Background: an optimization exercise with open tools, aiming at a short achievable clock period and few clock cycles. Do not read the settings as production practice.
At most, simulation tests tie the RTL to the original design; equivalence was not proved.
Function not checked in run 1: the RTL went through the layout flow alone.
Power figures rest on the tool's default switching activity, not on a simulated workload.

[flow/config.mk]
export PLATFORM = sky130hd
export DESIGN_NAME = MIPS
export DESIGN_NICKNAME = MIPS
export VERILOG_FILES = /design/flow/design.v
export SDC_FILE = /design/flow/constraint.sdc
export NUM_CORES = 4
export LEC_CHECK = 0
export CAP_MARGIN = 20
export CORE_MARGIN = 2
export CORE_UTILIZATION = 40
export PLACE_DENSITY = 0.6
export SLEW_MARGIN = 20
[flow/constraint.sdc]
create_clock -name core_clock -period 11.0 [get_ports {clk}]
set_input_delay 2.2000 -clock core_clock [delete_from_list [all_inputs] [get_ports {clk}]]
set_output_delay 2.2000 -clock core_clock [all_outputs]
set_load 0.01 [all_outputs]
[flow/design.v]
module MIPS(clk,rst,imem_addr,imem_rdata,dmem_addr,dmem_wdata,dmem_wmask,dmem_rdata,wb_en,wb_rd,wb_data);
    input clk;
    input rst;
    output [31:0] imem_addr;
    input  [31:0] imem_rdata;
    output [31:0] dmem_addr;
    output [31:0] dmem_wdata;
    output [3:0]  dmem_wmask;
    input  [31:0] dmem_rdata;
    output        wb_en;
    output [4:0]  wb_rd;
    output [31:0] wb_data;
    reg [31:0] pc;
    reg        fd_v;
    reg [31:0] fd_ir;
    reg [31:0] fd_pc4;
    reg        de_v;           
    reg        de_we;          
    reg [4:0]  de_rd;
    reg        de_ld;          
    reg [2:0]  de_ldt;         
    reg        de_st;          
    reg [3:0]  de_smask;
    reg [31:0] de_a, de_b, de_s;
    reg        de_fam, de_faw, de_fbm, de_fbw, de_fsm, de_fsw;
    reg        de_shv;         
    reg [4:0]  de_sh;          
    reg        de_add, de_sub, de_and, de_or, de_xor, de_nor, de_slt, de_sltu, de_sll, de_srl, de_sra;
    reg        de_br;
    reg [2:0]  de_brt;         
    reg        de_pred;        
    reg [31:0] de_alt;         
    reg        em_we;
    reg [4:0]  em_rd;
    reg        em_ld;
    reg [2:0]  em_ldt;
    reg [3:0]  em_mask;
    reg [31:0] em_res;
    reg [31:0] em_sdata;
    reg        mw_we;
    reg [4:0]  mw_rd;
    reg [31:0] mw_res;
    reg [31:0] rf [1:31];
    wire [5:0]  op = fd_ir[31:26];
    wire [4:0]  rs = fd_ir[25:21];
    wire [4:0]  rt = fd_ir[20:16];
    wire [4:0]  rd = fd_ir[15:11];
    wire [4:0]  sa = fd_ir[10:6];
    wire [5:0]  fn = fd_ir[5:0];
    wire [15:0] imm = fd_ir[15:0];
    wire [31:0] simm = {{16{imm[15]}}, imm};
    wire [31:0] zimm = {16'b0, imm};
    wire rtype  = (op == 6'b000000);
    wire i_sll  = rtype & (fn == 6'b000000);
    wire i_srl  = rtype & (fn == 6'b000010);
    wire i_sra  = rtype & (fn == 6'b000011);
    wire i_sllv = rtype & (fn == 6'b000100);
    wire i_srlv = rtype & (fn == 6'b000110);
    wire i_srav = rtype & (fn == 6'b000111);
    wire i_jr   = rtype & (fn == 6'b001000);
    wire i_jalr = rtype & (fn == 6'b001001);
    wire i_addr = rtype & ((fn == 6'b100000) | (fn == 6'b100001));
    wire i_subr = rtype & ((fn == 6'b100010) | (fn == 6'b100011));
    wire i_andr = rtype & (fn == 6'b100100);
    wire i_orr  = rtype & (fn == 6'b100101);
    wire i_xorr = rtype & (fn == 6'b100110);
    wire i_norr = rtype & (fn == 6'b100111);
    wire i_sltr = rtype & (fn == 6'b101010);
    wire i_sltur= rtype & (fn == 6'b101011);
    wire i_regimm = (op == 6'b000001);
    wire i_bltz = i_regimm & ~rt[0];
    wire i_bgez = i_regimm &  rt[0];
    wire i_j    = (op == 6'b000010);
    wire i_jal  = (op == 6'b000011);
    wire i_beq  = (op == 6'b000100);
    wire i_bne  = (op == 6'b000101);
    wire i_blez = (op == 6'b000110);
    wire i_bgtz = (op == 6'b000111);
    wire i_addi = (op == 6'b001000) | (op == 6'b001001);
    wire i_slti = (op == 6'b001010);
    wire i_sltiu= (op == 6'b001011);
    wire i_andi = (op == 6'b001100);
    wire i_ori  = (op == 6'b001101);
    wire i_xori = (op == 6'b001110);
    wire i_lui  = (op == 6'b001111);
    wire i_lb   = (op == 6'b100000);
    wire i_lh   = (op == 6'b100001);
    wire i_lw   = (op == 6'b100011);
    wire i_lbu  = (op == 6'b100100);
    wire i_lhu  = (op == 6'b100101);
    wire i_sb   = (op == 6'b101000);
    wire i_sh   = (op == 6'b101001);
    wire i_sw   = (op == 6'b101011);
    wire i_load  = i_lb | i_lh | i_lw | i_lbu | i_lhu;
    wire i_store = i_sb | i_sh | i_sw;
    wire i_shimm = i_sll | i_srl | i_sra;
    wire i_shvar = i_sllv | i_srlv | i_srav;
    wire i_alur  = i_addr | i_subr | i_andr | i_orr | i_xorr | i_norr | i_sltr | i_sltur | i_shimm | i_shvar;
    wire i_alui  = i_addi | i_slti | i_sltiu | i_andi | i_ori | i_xori;
    wire i_branch = i_beq | i_bne | i_blez | i_bgtz | i_bltz | i_bgez;
    wire use_rs = i_alur & ~i_shimm | i_alui | i_load | i_store | i_branch | i_jr | i_jalr;
    wire use_rt = i_alur | i_beq | i_bne | i_store;
    wire use_rtB = i_alur | i_beq | i_bne;        
    wire d_we   = i_alur | i_alui | i_lui | i_load | i_jal | i_jalr;
    wire [4:0] d_rd = i_jal ? 5'd31 : (rtype ? rd : rt);
    wire [31:0] rf_rs = (rs == 5'd0) ? 32'd0 : (mw_we && mw_rd == rs) ? mw_res : rf[rs];
    wire [31:0] rf_rt = (rt == 5'd0) ? 32'd0 : (mw_we && mw_rd == rt) ? mw_res : rf[rt];
    wire e_hit_rs = de_v & de_we & (de_rd != 5'd0) & (de_rd == rs);
    wire e_hit_rt = de_v & de_we & (de_rd != 5'd0) & (de_rd == rt);
    wire m_hit_rs = em_we & (em_rd != 5'd0) & (em_rd == rs);
    wire m_hit_rt = em_we & (em_rd != 5'd0) & (em_rd == rt);
    wire ld_use   = de_ld & ((e_hit_rs & use_rs) | (e_hit_rt & use_rt));
    wire jr_wait  = (i_jr | i_jalr) & (e_hit_rs | (m_hit_rs & em_ld));
    wire d_stall  = fd_v & (ld_use | jr_wait);
    wire [31:0] jr_tgt = m_hit_rs ? em_res : rf_rs;
    wire [31:0] br_tgt = fd_pc4 + {simm[29:0], 2'b00};
    wire [31:0] j_tgt  = {fd_pc4[31:28], fd_ir[25:0], 2'b00};
    wire        br_pred = imm[15];         
    wire d_redir_raw = i_j | i_jal | i_jr | i_jalr | (i_branch & br_pred);
    wire [31:0] d_tgt = (i_jr | i_jalr) ? jr_tgt : (i_j | i_jal) ? j_tgt : br_tgt;
    wire [31:0] fa = de_fam ? em_res : de_faw ? mw_res : de_a;
    wire [31:0] fb = de_fbm ? em_res : de_fbw ? mw_res : de_b;
    wire [31:0] fs = de_fsm ? em_res : de_fsw ? mw_res : de_s;
    wire [4:0]  shamt = de_shv ? fa[4:0] : de_sh;
    wire [31:0] sum   = fa + fb;
    wire [31:0] diff  = fa - fb;
    wire        lt_s  = ($signed(fa) < $signed(fb));
    wire        lt_u  = (fa < fb);
    wire [31:0] shl   = fb << shamt;
    wire [31:0] shr   = fb >> shamt;
    wire [31:0] sar   = $signed(fb) >>> shamt;
    wire [31:0] alu =
          ({32{de_add}}  & sum)
        | ({32{de_sub}}  & diff)
        | ({32{de_and}}  & (fa & fb))
        | ({32{de_or}}   & (fa | fb))
        | ({32{de_xor}}  & (fa ^ fb))
        | ({32{de_nor}}  & ~(fa | fb))
        | ({32{de_slt}}  & {31'b0, lt_s})
        | ({32{de_sltu}} & {31'b0, lt_u})
        | ({32{de_sll}}  & shl)
        | ({32{de_srl}}  & shr)
        | ({32{de_sra}}  & sar);
    wire eq   = (fa == fb);
    wire az   = (fa == 32'd0);
    wire aneg = fa[31];
    reg  taken;
    always @(*) begin
        case (de_brt)
            3'd0: taken = eq;
            3'd1: taken = ~eq;
            3'd2: taken = aneg | az;
            3'd3: taken = ~aneg & ~az;
            3'd4: taken = aneg;
            default: taken = ~aneg;
        endcase
    end
    wire e_redir = de_v & de_br & (taken != de_pred);
    reg [31:0] ldata;
    always @(*) begin
        case (em_ldt)
            3'd1: ldata = {{16{dmem_rdata[15]}}, dmem_rdata[15:0]};
            3'd2: ldata = {16'b0, dmem_rdata[15:0]};
            3'd3: ldata = {{24{dmem_rdata[7]}}, dmem_rdata[7:0]};
            3'd4: ldata = {24'b0, dmem_rdata[7:0]};
            default: ldata = dmem_rdata;
        endcase
    end
    wire d_go = fd_v & ~d_stall & ~e_redir;    
    always @(posedge clk) begin
        if (rst) begin
            pc   <= 32'd0;
            fd_v <= 1'b0;
        end else if (e_redir) begin
            pc   <= de_alt;
            fd_v <= 1'b0;
        end else if (fd_v & d_stall) begin
        end else if (fd_v & d_redir_raw) begin
            pc   <= d_tgt;
            fd_v <= 1'b0;
        end else begin
            pc   <= pc + 32'd4;
            fd_v <= 1'b1;
        end
    end
    always @(posedge clk) begin
        if (!(fd_v & d_stall)) begin
            fd_ir  <= imem_rdata;
            fd_pc4 <= pc + 32'd4;
        end
    end
    always @(posedge clk) begin
        if (rst) begin
            de_v  <= 1'b0;
            de_we <= 1'b0;
            de_ld <= 1'b0;
            de_st <= 1'b0;
            de_br <= 1'b0;
        end else begin
            de_v  <= d_go;
            de_we <= d_go & d_we;
            de_ld <= d_go & i_load;
            de_st <= d_go & i_store;
            de_br <= d_go & i_branch;
        end
    end
    always @(posedge clk) begin
        de_rd <= d_rd;
        de_ldt <= i_lh ? 3'd1 : i_lhu ? 3'd2 : i_lb ? 3'd3 : i_lbu ? 3'd4 : 3'd0;
        de_smask <= i_sw ? 4'b1111 : i_sh ? 4'b0011 : 4'b0001;
        de_a <= (i_jal | i_jalr | i_lui) ? 32'd0 : rf_rs;
        de_b <= (i_jal | i_jalr) ? fd_pc4 : i_lui ? {imm, 16'b0} :
                (i_andi | i_ori | i_xori) ? zimm : use_rtB ? rf_rt : simm;
        de_s <= rf_rt;
        de_fam <= e_hit_rs & use_rs & ~(i_jal | i_jalr | i_lui);
        de_faw <= m_hit_rs & use_rs & ~(i_jal | i_jalr | i_lui);
        de_fbm <= e_hit_rt & use_rtB;
        de_fbw <= m_hit_rt & use_rtB;
        de_fsm <= e_hit_rt;
        de_fsw <= m_hit_rt;
        de_shv <= i_shvar;
        de_sh  <= sa;
        de_add <= i_addr | i_addi | i_load | i_store;
        de_sub <= i_subr;
        de_and <= i_andr | i_andi;
        de_or  <= i_orr | i_ori | i_lui | i_jal | i_jalr;
        de_xor <= i_xorr | i_xori;
        de_nor <= i_norr;
        de_slt <= i_sltr | i_slti;
        de_sltu<= i_sltur | i_sltiu;
        de_sll <= i_sll | i_sllv;
        de_srl <= i_srl | i_srlv;
        de_sra <= i_sra | i_srav;
        de_brt <= i_beq ? 3'd0 : i_bne ? 3'd1 : i_blez ? 3'd2 : i_bgtz ? 3'd3 : i_bltz ? 3'd4 : 3'd5;
        de_pred <= br_pred;
        de_alt  <= br_pred ? fd_pc4 : br_tgt;
    end
    always @(posedge clk) begin
        if (rst) begin
            em_we   <= 1'b0;
            em_ld   <= 1'b0;
            em_mask <= 4'b0;
        end else begin
            em_we   <= de_we;
            em_ld   <= de_ld;
            em_mask <= de_st ? de_smask : 4'b0;
        end
    end
    always @(posedge clk) begin
        em_rd    <= de_rd;
        em_ldt   <= de_ldt;
        em_res   <= alu;
        em_sdata <= fs;
    end
    always @(posedge clk) begin
        if (rst) mw_we <= 1'b0;
        else     mw_we <= em_we;
    end
    always @(posedge clk) begin
        mw_rd  <= em_rd;
        mw_res <= em_ld ? ldata : em_res;
    end
    integer i;
    always @(posedge clk) begin
        if (rst) begin
            for (i = 1; i < 32; i = i + 1) rf[i] <= 32'd0;
        end else if (mw_we && mw_rd != 5'd0) begin
            rf[mw_rd] <= mw_res;
        end
    end
    assign imem_addr  = pc;
    assign dmem_addr  = em_res;
    assign dmem_wdata = em_sdata;
    assign dmem_wmask = em_mask;
    assign wb_en      = mw_we;
    assign wb_rd      = mw_rd;
    assign wb_data    = mw_res;
endmodule
[flow/run.sh]
#!/bin/bash
# synth_recipe.tcl (not shown) runs the flow's synth.tcl, then flattens the netlist and writes it again
# the make line also repeats each setting of config.mk as NAME=value (left out here)
make -C /OpenROAD-flow-scripts/flow DESIGN_CONFIG=/design/flow/config.mk WORK_HOME=/design/flow/orfs CLKGATE_MAP_FILE= SYNTH_SCRIPT=/design/flow/synth_recipe.tcl finish
==> results of run 1 <==
==> report_power, final <==
group / switching, mW / internal [mW]
sequential: 0.368 / 6.06
clock: 2.37 / 3.09
combinational: 1.96 / 0.992
total: 4.69 / 10.1
==> layer usage <==
layer,vias to the layer above,share of wire,global-route usage
met5,-,0.00024,0
met1,30300,0.37,0.416
li1,24400,-,-
met4,12,0.081,0.210
met3,776,0.12,0.0818
met2,4055,0.43,0.456
==> worst max-delay path: cells and delay by family, from the launching register on <==
kind            cells  cell delay [ps]
simple gates        5             1520
compound gates      4             1500
buf+inv             3             1190
flops               1              630
fa+ha+maj           1              470
mux                 2              410
==> placed cells by master (no fill, tap or decap), drive strengths merged, types with 17 or more instances in the layout <==
cell type,synthesis,final
a211oi,83,83
a21o,34,34
a21oi,195,195
a221oi,49,49
a22oi,29,29
a311oi,17,17
a31oi,42,42
and2,1024,1024
and3,36,36
buf,148,160
clkbuf,479,216
clkdlybuf4s50,0,202
clkinv,1,57
conb,1,32
dfxtp,328,328
edfxtp,1088,1088
ha,126,126
inv,126,136
mux2,82,82
mux2i,334,334
mux4,638,638
nand2,375,375
nand2b,18,18
nand3,68,68
nand4,24,24
nor2,381,381
nor2b,34,34
nor3,77,77
nor4,17,17
o2111ai,18,18
o211ai,50,50
o21a,43,43
o21ai,214,214
o31ai,17,17
or2,39,39
xnor2,52,52
xor2,36,36
==> sequential cells by signal, indices dropped and copies added (netlist names), 2 cells and up, named ones only <==
register  cells
fd_ir        32
mw_res       32
de_s         32
rf         1024
fd_pc4       32
de_a         32
em_res       32
de_brt        3
pc           32
de_sh         5
de_rd         5
em_sdata     32
de_alt       32
em_ldt        3
em_mask       3
de_ldt        3
de_b         32
em_rd         5
de_smask      2
mw_rd         5
==> layout make-up <==
cell class	instances	area, sq um	area share
sequential	1416	39300	0.430
clock inverter	81	867	0.00950
timing repair buffer	362	3290	0.0361
multi-input combinational	4408	39600	0.434
inverter	127	479	0.00525
tap	2672	3340	0.0366
clock buffer	216	4400	0.0482
antenna	12	30.0	0.000329
==> cell families after synthesis <==
group	Yosys count	synth area share
buffers and inverters	755	0.0368
XOR/XNOR	88	0.00948
flip-flops	1416	0.483
multiplexers	1054	0.229
AO/OA/AOI/OAI	949	0.0793
other	1	0.0000461
AND/OR/NAND/NOR	2156	0.142
adder cells (fa/ha/maj)	129	0.0201
==> worst max path at each step <==
stage	start	endpoint	slack (ps)	cells past startpoint
final	mw_res[27]$_DFF_P_	de_ld$_SDFF_PP0_	5050	15
after global routing	mw_res[27]$_DFF_P_	de_ld$_SDFF_PP0_	4890	15
after CTS	mw_res[27]$_DFF_P_	de_ld$_SDFF_PP0_	5270	15
after detailed placement	mw_res[27]$_DFF_P_	de_ld$_SDFF_PP0_	5250	15
after global placement	mw_res[25]$_DFF_P_	de_ld$_SDFF_PP0_	5200	16
after floorplan	em_rd[1]$_DFF_P_	pc[28]$_SDFFE_PP0P_	6230	10
==> per-stage QoR <==
step,cell area [sq um],power (mW),hold WS (ps)
after floorplan,81400,7.86,310
after global placement,85900,9.36,396
after detailed placement,86000,9.37,396
after CTS,91200,14.8,409
after global routing,91300,15.1,420
final,91300,14.8,408
==> impl_metrics.json, run 1 <==
{
  "wirelength_microns": 330000,
  "synthesis.area_sq_mm": 0.0813,
  "cp_slowest_cell": "dfxtp_1",
  "setup_ws_ps": 5050,
  "portBuffers": 203,
  "worstPathRequired_ps": 11720,
  "drc": 0,
  "insertion_delay_ps": 860,
  "grt_pass1_vias": 56500,
  "synth_edf_count": 1088,
  "outcome": "complete, no violations",
  "powerDensity_mw_per_mm2": 163,
  "fin_crit_sh": 0.541,
  "fin_worst_skew_ps": 37.2,
  "grt_pass1_wl_microns": 453000,
  "dp_cells": 8984,
  "htreeDepth": 4,
  "dp_hpwl_microns": 231000,
  "crit_chain": "buf_4, mux2i_1, o21ai_1, inv_1, ha_1, nor4_1, nand3_1, nor4_4, nor2_1, o21a_1, a211oi_4, mux2i_4, buf_4, nand4b_1, a2111oi_1",
  "r2r-start": "mw_res[27]$_DFF_P_",
  "drtAntennaViolNets": 0,
  "cpPeakStageDelay_ps": 630,
  "cts.clk_slew.worst_paths_ps": 60,
  "ff2ff_path_depth": 15,
  "cts_sinks": 1416,
  "final_cells": 9294,
  "coreArea_sq_mm": 0.202,
  "syn_avg_cell_area_sq_um": 12.4,
  "track_usage": 0.315,
  "antenna_found_initial": 35,
  "yosys_warnings": 1,
  "drive_gt1_frac": 0.191,
  "reg2reg_to": "de_ld$_SDFF_PP0_",
  "final_util": 0.452,
  "worst_slew_pin_slew_ps": 1250,
  "start_util": 0.402,
  "worst-path-max-fanout": 46,
  "post_cts_resized": 0,
  "drt_pass1_iterations": 6,
  "clk_path_buf_depth": 3,
  "rows": 165,
  "synth-seq-cells": 1416,
  "end_kind": "register",
  "layout.nets": 6669,
  "start_kind": "register",
  "worstHoldPathCells": 0,
  "ys_types": 98,
  "die_w_microns": 455,
  "die_height_microns": 455,
  "cp.arrival_ps": 6670,
  "cts_tree": "done",
  "nFillCells": 18000,
  "max_cap_violations": 0,
  "synthTopCellsByArea": "edfxtp_1, mux4_2, dfxtp_1, and2_1, mux2i_1",
  "syn-instance-count": 6548,
  "yosysTopAreaCell": "edfxtp_1",
  "num_vias": 59600,
  "seq_area_frac_synth": 0.483,
  "leakagePower_nw": 33.3,
  "drt-wirelength-per-cell_microns": 35.5,
  "cpMostUsedCell": "buf_4",
  "boundaryPins": 204,
  "first_iter_violations": 9767,
  "yosys_most_used_dff": "edfxtp_1",
  "min-delay-path-class": "register to register",
  "post-place-ws_ps": 5250,
  "setup_viol": 0,
  "rsz0062_at_grt": "false",
  "netlist.area_leader.share": 0.402,
  "fmax_mhz": 168,
  "synth_async_sr_flop_share": 0,
  "die_area_sq_mm": 0.207,
  "crit_type": "register to register",
  "cts_hold_buf": 0,
  "min_to": "mw_rd[3]$_DFF_P_",
  "ys_top_cells_by_count": "edfxtp_1, and2_1, mux4_2",
  "syn2layout_area_growth_pct": 12.3,
  "hold_viol": 0,
  "slew_viol_final": 0,
  "period_needed_ps": 5950,
  "place.gp.congestion": 1.01,
  "post_cts_buffers": 0,
  "grt_max_degree": 93,
  "root_buffer": "clkbuf_16",
  "fin_setup_tns_ps": 0,
  "numCtsBuffers": 159,
  "vdd_drop_max_mv": 0.182,
  "relSlewSlack": 0.167,
  "min_from": "em_rd[3]$_DFF_P_",
  "viasPerCell": 6.41,
  "rrSetupSlack_ps": 5050,
  "yosysMostFrequentCell": "edfxtp_1",
  "overflow": 0
}
==> run 2, diff against run 1 <==
--- a/flow/design.v
+++ b/flow/design.v
@@ -14,6 +14,7 @@
     reg        fd_v;
     reg [31:0] fd_ir;
     reg [31:0] fd_pc4;
+    reg        fd_pred;        
     reg        de_v;           
     reg        de_we;          
     reg [4:0]  de_rd;
@@ -41,6 +42,15 @@
     reg [4:0]  mw_rd;
     reg [31:0] mw_res;
     reg [31:0] rf [1:31];
+    wire [31:0] pc4    = pc + 32'd4;
+    wire [5:0]  f_op   = imem_rdata[31:26];
+    wire        f_jmp  = (f_op == 6'b000010) | (f_op == 6'b000011);
+    wire        f_br   = (f_op == 6'b000001) | (f_op[5:2] == 4'b0001);
+    wire        f_pred = f_br & imem_rdata[15];
+    wire [31:0] f_btgt = pc4 + {{14{imem_rdata[15]}}, imem_rdata[15:0], 2'b00};
+    wire [31:0] f_jtgt = {pc4[31:28], imem_rdata[25:0], 2'b00};
+    wire        f_redir = f_jmp | f_pred;
+    wire [31:0] f_tgt  = f_jmp ? f_jtgt : f_btgt;
     wire [5:0]  op = fd_ir[31:26];
     wire [4:0]  rs = fd_ir[25:21];
     wire [4:0]  rt = fd_ir[20:16];
@@ -112,23 +122,31 @@
     wire ld_use   = de_ld & ((e_hit_rs & use_rs) | (e_hit_rt & use_rt));
     wire jr_wait  = (i_jr | i_jalr) & (e_hit_rs | (m_hit_rs & em_ld));
     wire d_stall  = fd_v & (ld_use | jr_wait);
-    wire [31:0] jr_tgt = m_hit_rs ? em_res : rf_rs;
+    wire [31:0] d_rsv = m_hit_rs ? em_res : rf_rs;
+    wire [31:0] d_rtv = m_hit_rt ? em_res : rf_rt;
+    wire        rs_late = e_hit_rs | (m_hit_rs & em_ld);
+    wire        rt_late = e_hit_rt | (m_hit_rt & em_ld);
+    wire        br_dep = rs_late | ((i_beq | i_bne) & rt_late);
+    wire        d_eq   = (d_rsv == d_rtv);
+    wire        d_az   = (d_rsv == 32'd0);
+    wire        d_neg  = d_rsv[31];
+    wire        d_taken = i_beq ? d_eq : i_bne ? ~d_eq : i_blez ? (d_neg | d_az) :
+                          i_bgtz ? ~(d_neg | d_az) : i_bltz ? d_neg : ~d_neg;
+    wire        d_bres = i_branch & ~br_dep;
     wire [31:0] br_tgt = fd_pc4 + {simm[29:0], 2'b00};
-    wire [31:0] j_tgt  = {fd_pc4[31:28], fd_ir[25:0], 2'b00};
-    wire        br_pred = imm[15];         
-    wire d_redir_raw = i_j | i_jal | i_jr | i_jalr | (i_branch & br_pred);
-    wire [31:0] d_tgt = (i_jr | i_jalr) ? jr_tgt : (i_j | i_jal) ? j_tgt : br_tgt;
+    wire d_redir_raw = (i_jr | i_jalr) | (d_bres & (d_taken != fd_pred));
+    wire [31:0] d_tgt = (i_jr | i_jalr) ? d_rsv : d_taken ? br_tgt : fd_pc4;
     wire [31:0] fa = de_fam ? em_res : de_faw ? mw_res : de_a;
     wire [31:0] fb = de_fbm ? em_res : de_fbw ? mw_res : de_b;
     wire [31:0] fs = de_fsm ? em_res : de_fsw ? mw_res : de_s;
     wire [4:0]  shamt = de_shv ? fa[4:0] : de_sh;
     wire [31:0] sum   = fa + fb;
     wire [31:0] diff  = fa - fb;
-    wire        lt_s  = ($signed(fa) < $signed(fb));
+    wire        lt_s  = ({~fa[31], fa[30:0]} < {~fb[31], fb[30:0]});
     wire        lt_u  = (fa < fb);
     wire [31:0] shl   = fb << shamt;
     wire [31:0] shr   = fb >> shamt;
-    wire [31:0] sar   = $signed(fb) >>> shamt;
+    wire [31:0] sar   = shr | ({32{fb[31]}} & ~(32'hffffffff >> shamt));
     wire [31:0] alu =
           ({32{de_add}}  & sum)
         | ({32{de_sub}}  & diff)
@@ -178,6 +196,9 @@
         end else if (fd_v & d_redir_raw) begin
             pc   <= d_tgt;
             fd_v <= 1'b0;
+        end else if (f_redir) begin
+            pc   <= f_tgt;
+            fd_v <= 1'b1;
         end else begin
             pc   <= pc + 32'd4;
             fd_v <= 1'b1;
@@ -185,8 +206,9 @@
     end
     always @(posedge clk) begin
         if (!(fd_v & d_stall)) begin
-            fd_ir  <= imem_rdata;
-            fd_pc4 <= pc + 32'd4;
+            fd_ir   <= imem_rdata;
+            fd_pc4  <= pc4;
+            fd_pred <= f_pred;
         end
     end
     always @(posedge clk) begin
@@ -201,7 +223,7 @@
             de_we <= d_go & d_we;
             de_ld <= d_go & i_load;
             de_st <= d_go & i_store;
-            de_br <= d_go & i_branch;
+            de_br <= d_go & i_branch & br_dep;
         end
     end
     always @(posedge clk) begin
@@ -232,8 +254,8 @@
         de_srl <= i_srl | i_srlv;
         de_sra <= i_sra | i_srav;
         de_brt <= i_beq ? 3'd0 : i_bne ? 3'd1 : i_blez ? 3'd2 : i_bgtz ? 3'd3 : i_bltz ? 3'd4 : 3'd5;
-        de_pred <= br_pred;
-        de_alt  <= br_pred ? fd_pc4 : br_tgt;
+        de_pred <= fd_pred;
+        de_alt  <= fd_pred ? fd_pc4 : br_tgt;
     end
     always @(posedge clk) begin
         if (rst) begin
==> flow/flow/run.sh (new file) <==
#!/bin/bash
set -euo pipefail
bash standard.sh SETUP_SLACK_MARGIN=7.5 TNS_END_PERCENT=100 finish > run_standard.log 2>&1
==> flow/standard.sh (new file) <==
#!/bin/bash
# synth_recipe.tcl (not shown) runs the flow's synth.tcl, then flattens the netlist and writes it again
# the make line also repeats each setting of config.mk as NAME=value (left out here)
make -C /OpenROAD-flow-scripts/flow DESIGN_CONFIG=/design/flow/config.mk WORK_HOME=/design/flow/orfs CLKGATE_MAP_FILE= SYNTH_SCRIPT=/design/flow/synth_recipe.tcl "${@:-finish}"
--- a/flow/config.mk
+++ b/flow/config.mk
@@ -5,6 +5,7 @@
 export SDC_FILE = /design/flow/constraint.sdc
 export NUM_CORES = 4
 export LEC_CHECK = 0
+export ABC_CLOCK_PERIOD_IN_PS = 3500
 export CAP_MARGIN = 20
 export CORE_MARGIN = 2
 export CORE_UTILIZATION = 40
removed: flow/run.sh
==> run 2 against run 1 <==
Critical path type unchanged; critical path depth rose by 7; largest cell class unchanged; worst setup slack improved by 640 ps; final cell count rose by 22%.
==> impl_metrics.json, run 2 <==
{
  "outcome": "complete, no violations",
  "ys_top_cells_by_count": "edfxtp_1, and2_1, mux2i_1",
  "grt_pass1_wl_microns": 604000,
  "synth_async_sr_flop_share": 0,
  "netlist.area_leader.share": 0.389,
  "synth-seq-cells": 1417,
  "drt-wirelength-per-cell_microns": 39.9,
  "die_area_sq_mm": 0.214,
  "layout_common_cells": "edfxtp_1, and2_1, mux2i_1",
  "synthesis.area_sq_mm": 0.0841,
  "seq_area_frac_synth": 0.467,
  "wirelength_microns": 451000,
  "yosys_warnings": 1,
  "dp_hpwl_microns": 263000,
  "fin_worst_skew_ps": 72.5,
  "num_vias": 78200,
  "syn2layout_area_growth_pct": 28.9,
  "cpMostUsedCell": "buf_12",
  "grt_pass1_vias": 72900,
  "syn-instance-count": 7702,
  "grt_max_degree": 68,
  "overflow": 0,
  "power_frac_comb": 0.290,
  "worst-path-max-fanout": 12,
  "track_usage": 0.405,
  "cp_slowest_cell": "a22oi_2",
  "min_from": "de_ldt[2]$_SDFF_PP0_",
  "max_cap_violations": 0,
  "rsz0062_at_grt": "true",
  "numCtsBuffers": 161,
  "cpPeakStageDelay_ps": 510,
  "drtAntennaViolNets": 0,
  "syn_avg_cell_area_sq_um": 10.9,
  "root_buffer": "clkbuf_16",
  "synth_edf_count": 1089,
  "leakagePower_nw": 41.2,
  "coreArea_sq_mm": 0.209,
  "final_common_cell": "edfxtp_1",
  "cts_sinks": 1417,
  "die_height_microns": 462,
  "worst_slew_pin_slew_ps": 1310,
  "clockPowerShare": 0.327,
  "die_w_microns": 462,
  "htreeDepth": 4,
  "min-delay-path-class": "register to register",
  "ys_types": 101,
  "insertion_delay_ps": 900,
  "cts.clk_slew.worst_paths_ps": 70,
  "seqPwrFrac": 0.383,
  "power_switching_mw": 5.79,
  "hold_viol": 0,
  "final_cells": 11300,
  "setup_viol": 0,
  "regMostFlops": "rf",
  "crit_buf_inv": 7,
  "internal-power_mw": 11.1,
  "cts_hold_buf": 0,
  "vdd_drop_max_mv": 0.181,
  "place.gp.congestion": 1.04,
  "fin_setup_tns_ps": 0,
  "antenna_found_initial": 61,
  "layout.nets": 8576,
  "dp_cells": 10200,
  "rows": 168,
  "powerDensity_mw_per_mm2": 156,
  "crit_type": "register to register",
  "slew_viol_final": 0,
  "crit_chain": "buf_8, buf_16, buf_12, buf_4, nor2b_4, buf_12, buf_12, a22oi_2, nand3_2, nand3_4, a211oi_4, xnor2_1, nand4_1, a2111oi_4, nand2_2, mux2_4, nor2_8, mux2_4, buf_4, nand3_2, nor2_1, nor4_1",
  "cp.arrival_ps": 6100,
  "clk_path_buf_depth": 3,
  "yosysMostFrequentCell": "edfxtp_1",
  "period_needed_ps": 5310,
  "relSlewSlack": 0.123,
  "cts_tree": "done",
  "swShare": 0.343,
  "viasPerCell": 6.91,
  "hold_slack_ps": 326,
  "power_mw": 16.9,
  "largest_reg_flops": 1024,
  "drt_pass1_iterations": 9,
  "yosys_most_used_dff": "edfxtp_1",
  "first_iter_violations": 14600,
  "start_kind": "register",
  "worstPathRequired_ps": 11790,
  "fmax_mhz": 188,
  "drc": 0,
  "fin_crit_sh": 0.483,
  "end_kind": "register",
  "synthTopCellsByArea": "edfxtp_1, mux4_2, dfxtp_1, mux2i_1, and2_1",
  "cpLargestDelayFamily": "simple AND/OR/NAND/NOR gates",
  "drive_gt1_frac": 0.299,
  "final_util": 0.518,
  "portBuffers": 203,
  "start_util": 0.402,
  "boundaryPins": 204,
  "yosysTopAreaCell": "edfxtp_1"
}
run 2: cell types whose count changed after synthesis, sizes merged, moves of 37 or more:
cell | previous run | this run
a21oi | 195 | 288
a22oi | 29 | 226
and2 | 1024 | 867
buf | 148 | 209
mux2 | 82 | 45
mux2i | 334 | 600
mux4 | 638 | 323
nand2 | 375 | 467
nand3 | 68 | 121
nor2 | 381 | 454
nor3 | 77 | 287
o21ai | 214 | 377
o22ai | 15 | 88
run 2: cells by family (layout without fill, tap and decap cells):
| group | Yosys count | in the layout | synth area share |
|---|---|---|---|
| AND/OR/NAND/NOR | 2591 | 2645 | 0.162 |
| AO/OA/AOI/OAI | 1580 | 1581 | 0.126 |
| flip-flops | 1417 | 1417 | 0.467 |
| XOR/XNOR | 138 | 138 | 0.0144 |
| buffers and inverters | 847 | 1544 | 0.0426 |
| multiplexers | 968 | 969 | 0.164 |
| other | 1 | 64 | 0.0000446 |
| adder cells (fa/ha/maj) | 160 | 160 | 0.0242 |
run 2: per-layer routing:
layer / wire, microns / up-vias / GRT usage
met1: 156000 / 38300 / 0.504
li1: - / 30300 / -
met5: 596 / - / 0.00490
met4: 43100 / 52 / 0.293
met3: 73300 / 2044 / 0.174
met2: 178000 / 7505 / 0.555
run 2: worst reg2reg max path, delay by kind of cell, from the launching register on:
kind | cells | cell delay, ps
flops | 1 | 400
buf+inv | 7 | 1090
simple gates | 9 | 1680
compound gates | 3 | 1030
xor+xnor | 1 | 250
mux | 2 | 800
run 2: final cells by class:
type / instances / area [sq um]
Antenna cell: 32 / 80.1
Clock buffer: 203 / 4300
Clock inverter: 96 / 1000
Fill cell: 17900 / 101000
Inverter: 147 / 588
Multi-Input combinational cell: 5525 / 46000
Sequential cell: 1417 / 39700
Tap cell: 2805 / 3510
Timing Repair Buffer: 1097 / 13100
Timing Repair inverter: 1 / 8.76
run 2: worst paths after layout:
| check | end | slack, ps | depth (start not counted) |
|---|---|---|---|
| hold / removal | em_ldt[2]$_DFF_P_ | 330 | 0 |
| hold reg to reg | em_ldt[2]$_DFF_P_ | 330 | 0 |
| setup reg to reg | pc[27]$_SDFFE_PP0P_ | 5690 | 22 |
| setup / recovery | pc[27]$_SDFFE_PP0P_ | 5690 | 22 |
run 2: metrics by stage:
step	area, sq um	setup WS (ps)
2_1_floorplan	86000	5770
6_report	108000	5690
4_1_cts	106000	5960
5_1_grt	108000	5720
3_5_place_dp	89400	3920
3_3_place_gp	89400	3910
run 2: power by group through the flow:
stage	logic (mW)	registers, mW	clock network (mW)
finish	4.89	6.45	5.51
global route	4.90	6.45	5.69
CTS	4.45	6.42	5.49
detailed placement	2.97	6.65	0
global placement	2.96	6.65	0
floorplan	1.74	6.37	0
run 2: timing repair:
item	CTS	global route
gates cloned	124	12
gates resized for setup	1656	330
setup endpoints to repair	1937	774
setup buffers	520	107
pin swaps	212	101
Testbench counts of run 2, summed over its fixed seeds: cycles 32,609.

==> afterwards: timing with drivers on the ports <==
Ports are ideal in the flow. The routed layouts listed here were re-timed in OpenROAD.
Step 1 (the two cells are an assumption about what drives the block):
set clk [get_ports {clk}]
set_driving_cell -lib_cell sky130_fd_sc_hd__clkbuf_16 $clk
set_driving_cell -lib_cell sky130_fd_sc_hd__buf_2 [delete_from_list [all_inputs] $clk]
Step 2 also shifts input and output timing later by t, the mid clock arrival at the registers, as if the neighbouring blocks saw the same clock.
Three values: no drivers, after step 1, after step 2; two values: the first two.
run	t (ns)	setup WS [ns]	worst setup path after step 2	latest minus earliest clock arrival (ns)	worst slew at a driven data input, ns
run 1	0.926	5.046 / 5.046 / 5.046	register to register	0.041 / 0.040	0.09
run 2	0.960	5.691 / 5.691 / 5.049	input to register	0.072 / 0.072	0.06
After both steps setup and hold are still met in every run listed. For run 2, which loses most, drivers alone change the setup slack by 0.000 ns; drivers and shift together by -0.642 ns.
